Background: an optimization exercise with open tools, aiming at small area and a short achievable clock period. Do not read the settings as production practice.
The RTL was checked by simulation tests, not by an equivalence proof against the original design.
Power is estimated from default activity; no workload was simulated.

red:
## FIR
module FIR (
	input  wire        rst_n,
	input  wire        CLK,
	input  wire [15:0] sample_in,
	input  wire        En_FIR,
	output wire [31:0] sample_out
);
clock: 24.0 ns
lec_check: 0
cap_margin: 0
core_margin: 2
core_utilization: 55
place_density: 0.7
slew_margin: 0
synth_hierarchical: 1
standard.sh (not shown) runs the stock make flow with config.mk's settings and CLKGATE_MAP_FILE= SYNTH_SCRIPT=/design/flow/synth_recipe.tcl, a recipe that flattens the netlist after the stock synthesis.
==> flow/flow/run.sh <==
#!/bin/bash
# Own flow: the standard layout (standard.sh, unchanged synthesis), with
# timing repair aimed below the achieved period instead of the 24 ns clock,
# port buffers of a plain buffer cell, and a clock tree with larger sink
# clusters.  Each tool's output goes to its own log in this folder.
set -euo pipefail
export SETUP_SLACK_MARGIN=14.05
export BUFFER_PORTS_ARGS="-buffer_cell sky130_fd_sc_hd__buf_4"
export CTS_ARGS="-sink_clustering_enable -repair_clock_nets -buf_list sky130_fd_sc_hd__clkbuf_4 -sink_clustering_size 10 -sink_clustering_max_diameter 35 -dont_use_dummy_load"
bash standard.sh synth      > synth.log 2>&1
bash standard.sh floorplan  > floorplan.log 2>&1
bash standard.sh place      > place.log 2>&1
bash standard.sh cts        > cts.log 2>&1
bash standard.sh route      > route.log 2>&1
bash standard.sh finish     > finish.log 2>&1
In summary, red completed successfully, with a layout that passed the timing, DRC and antenna checks.
diff inputs: red => blue
# red
export LEC_CHECK = 0
export CAP_MARGIN = 0
export CORE_MARGIN = 2
export CORE_UTILIZATION = 55
export PLACE_DENSITY = 0.7
export SLEW_MARGIN = 0
export SYNTH_HIERARCHICAL = 1
create_clock -name core_clock -period 24.0 [get_ports {CLK}]
# blue
export LEC_CHECK = 0
export CAP_MARGIN = 20
export CORE_MARGIN = 2
export CORE_UTILIZATION = 55
export PLACE_DENSITY = 0.7
export SLEW_MARGIN = 20
export SYNTH_HIERARCHICAL = 1
create_clock -name core_clock -period 24.0 [get_ports {CLK}]
==> comparison <==
- red finished all stages; the layout is clean.
- blue: no failed stages, no open violations at the end
- Diff red -> blue: count of vias placed by the detailed router now sits lower, delay contributed by the slowest stage of the critical path now sits at about the same level, wire length now sits at about the same level, maximum resistive drop on vdd now sits higher, proportion of cell area occupied by registers now sits at about the same level.
- ~same worst setup slack in blue and red
diff inputs: blue => green
-- flow/flow/run.sh --
<<< blue, line 6
set -euo pipefail
export SETUP_SLACK_MARGIN=14.05
export BUFFER_PORTS_ARGS="-buffer_cell sky130_fd_sc_hd__buf_4"
export CTS_ARGS="-sink_clustering_enable -repair_clock_nets -buf_list sky130_fd_sc_hd__clkbuf_4 -sink_clustering_size 10 -sink_clustering_max_diameter 35 -dont_use_dummy_load"
bash standard.sh synth      > synth.log 2>&1
>>> green, line 6
set -euo pipefail
export SETUP_SLACK_MARGIN=14.05
export BUFFER_PORTS_ARGS="-buffer_cell sky130_fd_sc_hd__buf_1"
export CTS_ARGS="-sink_clustering_enable -repair_clock_nets -buf_list sky130_fd_sc_hd__clkbuf_4 -sink_clustering_size 10 -sink_clustering_max_diameter 35 -dont_use_dummy_load"
bash standard.sh synth      > synth.log 2>&1
## What came out
green completed every stage of the flow, and the final layout passed the timing, DRC and antenna checks.
green vs. blue: final instance area did not really move, logic gate share of total power did not really move, met2 track demand over resource went down, die area did not really move.
Compared with blue, the detailed router inserted fewer vias in green.
Against blue, green comes in 7.6 uV lower on maximum resistive drop on vdd.
green vs. blue: utilization essentially unchanged; final cell count essentially unchanged; wire length reported by the detailed router decreased 0.72%.
Relative to blue, the global-route usage of green is lower by 0.44 points.

========
Another version of the RTL of FIR (not shown whole).
Size: about 4900 cells after synthesis, about 1100 flip-flops, roughly 74000 um^2 of cells after synthesis.
==> flow/design.v (excerpt) <==
module FIR (
	input  wire        rst_n,
	input  wire        CLK,
	input  wire [15:0] sample_in,
	input  wire        En_FIR,
	output wire [31:0] sample_out
);
Settings: LEC_CHECK=0, CAP_MARGIN=20, CORE_MARGIN=2, CORE_UTILIZATION=55, PLACE_DENSITY=0.7, SLEW_MARGIN=20, SYNTH_HIERARCHICAL=1; clock period 24.0 ns.
==> flow/flow/run.sh <==
#!/bin/bash
# Own flow: the standard layout (standard.sh, unchanged synthesis), with
# timing repair aimed below the achieved period instead of the 24 ns clock,
# port buffers of a plain buffer cell, and a clock tree with larger sink
# clusters.  Each tool's output goes to its own log in this folder.
set -euo pipefail
export SETUP_SLACK_MARGIN=14.05
export BUFFER_PORTS_ARGS="-buffer_cell sky130_fd_sc_hd__buf_4"
export CTS_ARGS="-sink_clustering_enable -repair_clock_nets -buf_list sky130_fd_sc_hd__clkbuf_4 -sink_clustering_size 8 -sink_clustering_max_diameter 50 -dont_use_dummy_load"
bash standard.sh synth      > synth.log 2>&1
bash standard.sh floorplan  > floorplan.log 2>&1
bash standard.sh place      > place.log 2>&1
bash standard.sh cts        > cts.log 2>&1
bash standard.sh route      > route.log 2>&1
bash standard.sh finish     > finish.log 2>&1
Change:
--- a/flow/flow/run.sh
+++ b/flow/flow/run.sh
@@ -7,5 +7,5 @@
 export SETUP_SLACK_MARGIN=14.05
 export BUFFER_PORTS_ARGS="-buffer_cell sky130_fd_sc_hd__buf_4"
-export CTS_ARGS="-sink_clustering_enable -repair_clock_nets -buf_list sky130_fd_sc_hd__clkbuf_4 -sink_clustering_size 8 -sink_clustering_max_diameter 50 -dont_use_dummy_load"
+export CTS_ARGS="-sink_clustering_enable -repair_clock_nets -buf_list sky130_fd_sc_hd__clkbuf_8 -sink_clustering_size 16 -sink_clustering_max_diameter 40 -dont_use_dummy_load"
 bash standard.sh synth      > synth.log 2>&1
 bash standard.sh floorplan  > floorplan.log 2>&1
Outcome: The changed run passed the timing, DRC and antenna checks. Hold slack gets better by 10 ps. Worst setup slack is worse by 3.0 ps. Die area is unchanged. Power climbs by a few percent. Utilization rose by 0.62 points. Via count stays flat. Final area rises slightly.
Change:
--- a/flow/flow/run.sh
+++ b/flow/flow/run.sh
@@ -7,5 +7,5 @@
 export SETUP_SLACK_MARGIN=14.05
 export BUFFER_PORTS_ARGS="-buffer_cell sky130_fd_sc_hd__buf_4"
-export CTS_ARGS="-sink_clustering_enable -repair_clock_nets -buf_list sky130_fd_sc_hd__clkbuf_8 -sink_clustering_size 16 -sink_clustering_max_diameter 40 -dont_use_dummy_load"
+export CTS_ARGS="-sink_clustering_enable -repair_clock_nets -buf_list sky130_fd_sc_hd__clkbuf_8 -sink_clustering_size 18 -sink_clustering_max_diameter 60 -dont_use_dummy_load"
 bash standard.sh synth      > synth.log 2>&1
 bash standard.sh floorplan  > floorplan.log 2>&1
What happened: Routed wire length went down by 0.51%. Clock power went down by 24%. Synthesized cell count does not change. Cell count went down by 1.0%. Via count went down by 0.72%. Fmax is about the same. Hold slack improved by 21 ps.
Change:
--- a/flow/flow/run.sh
+++ b/flow/flow/run.sh
@@ -7,5 +7,5 @@
 export SETUP_SLACK_MARGIN=14.05
 export BUFFER_PORTS_ARGS="-buffer_cell sky130_fd_sc_hd__buf_4"
-export CTS_ARGS="-sink_clustering_enable -repair_clock_nets -buf_list sky130_fd_sc_hd__clkbuf_8 -sink_clustering_size 18 -sink_clustering_max_diameter 60 -dont_use_dummy_load"
+export CTS_ARGS="-sink_clustering_enable -repair_clock_nets -buf_list sky130_fd_sc_hd__clkbuf_4 -sink_clustering_size 10 -sink_clustering_max_diameter 35 -dont_use_dummy_load"
 bash standard.sh synth      > synth.log 2>&1
 bash standard.sh floorplan  > floorplan.log 2>&1
=>
- The new run went through all stages and came out clean
- non-clock buffer count came out lower by 3
- routed wire length came out higher by 0.46%
- clock-buffer cell count increases by 97
- global-route usage increases by 0.29 points
- die area stays the same
- sequential power stays flat
- sequential share of layout area hardly moves
- design area stays flat
- power is higher by 1.6%
- register-to-register slack is about the same

==> what the ideal ports hide <==
Ports are ideal in the flow. The routed layouts listed here were re-timed in OpenROAD.
Step 1, drivers: a clkbuf_16 drives CLK and a buf_2 each remaining input, both assumed.
Step 2 adds t to the input delays and takes it off the output delays; t is the mean of the earliest and latest rising clock arrival at the registers after step 1. Input paths then give back, and output paths get back, about the clock's delay inside the block.
a / b / c = ideal ports / drivers / drivers and shift; a / b = the first two.
| run | shift t [ns] | setup WS [ns] | worst hold slack (ns) | latest minus earliest clock arrival (ns) | slew at the worst register clock pin (ns) |
|---|---|---|---|---|---|
| red | 1.222 | 14.006 / 13.550 / 13.306 | 0.425 / 0.425 / 0.425 | 0.161 / 0.161 | 0.11 / 0.11 |
| blue | 1.214 | 14.006 / 13.553 / 13.324 | 0.420 / 0.420 / 0.420 | 0.166 / 0.165 | 0.12 / 0.12 |
| green | 1.231 | 13.973 / 13.673 / 13.673 | 0.401 / 0.401 / 0.401 | 0.207 / 0.207 | 0.11 / 0.11 |
| the first run of note 2 | 1.242 | 14.006 / 13.606 / 13.271 | 0.406 / 0.406 / 0.406 | 0.126 / 0.125 | 0.11 / 0.11 |
| the second run of note 2 | 0.957 | 14.003 / 13.598 / 13.257 | 0.416 / 0.416 / 0.416 | 0.160 / 0.160 | 0.10 / 0.10 |
| the third run of note 2 | 0.863 | 14.000 / 13.604 / 13.326 | 0.437 / 0.437 / 0.437 | 0.154 / 0.155 | 0.12 / 0.12 |
| the fourth run of note 2 | 1.250 | 14.007 / 13.670 / 13.316 | 0.431 / 0.431 / 0.431 | 0.170 / 0.170 | 0.11 / 0.11 |
After both steps every run listed still meets setup and hold. The setup slack of the second run of note 2, which loses most, moves by -0.405 ns with the drivers and by -0.746 ns with both steps.
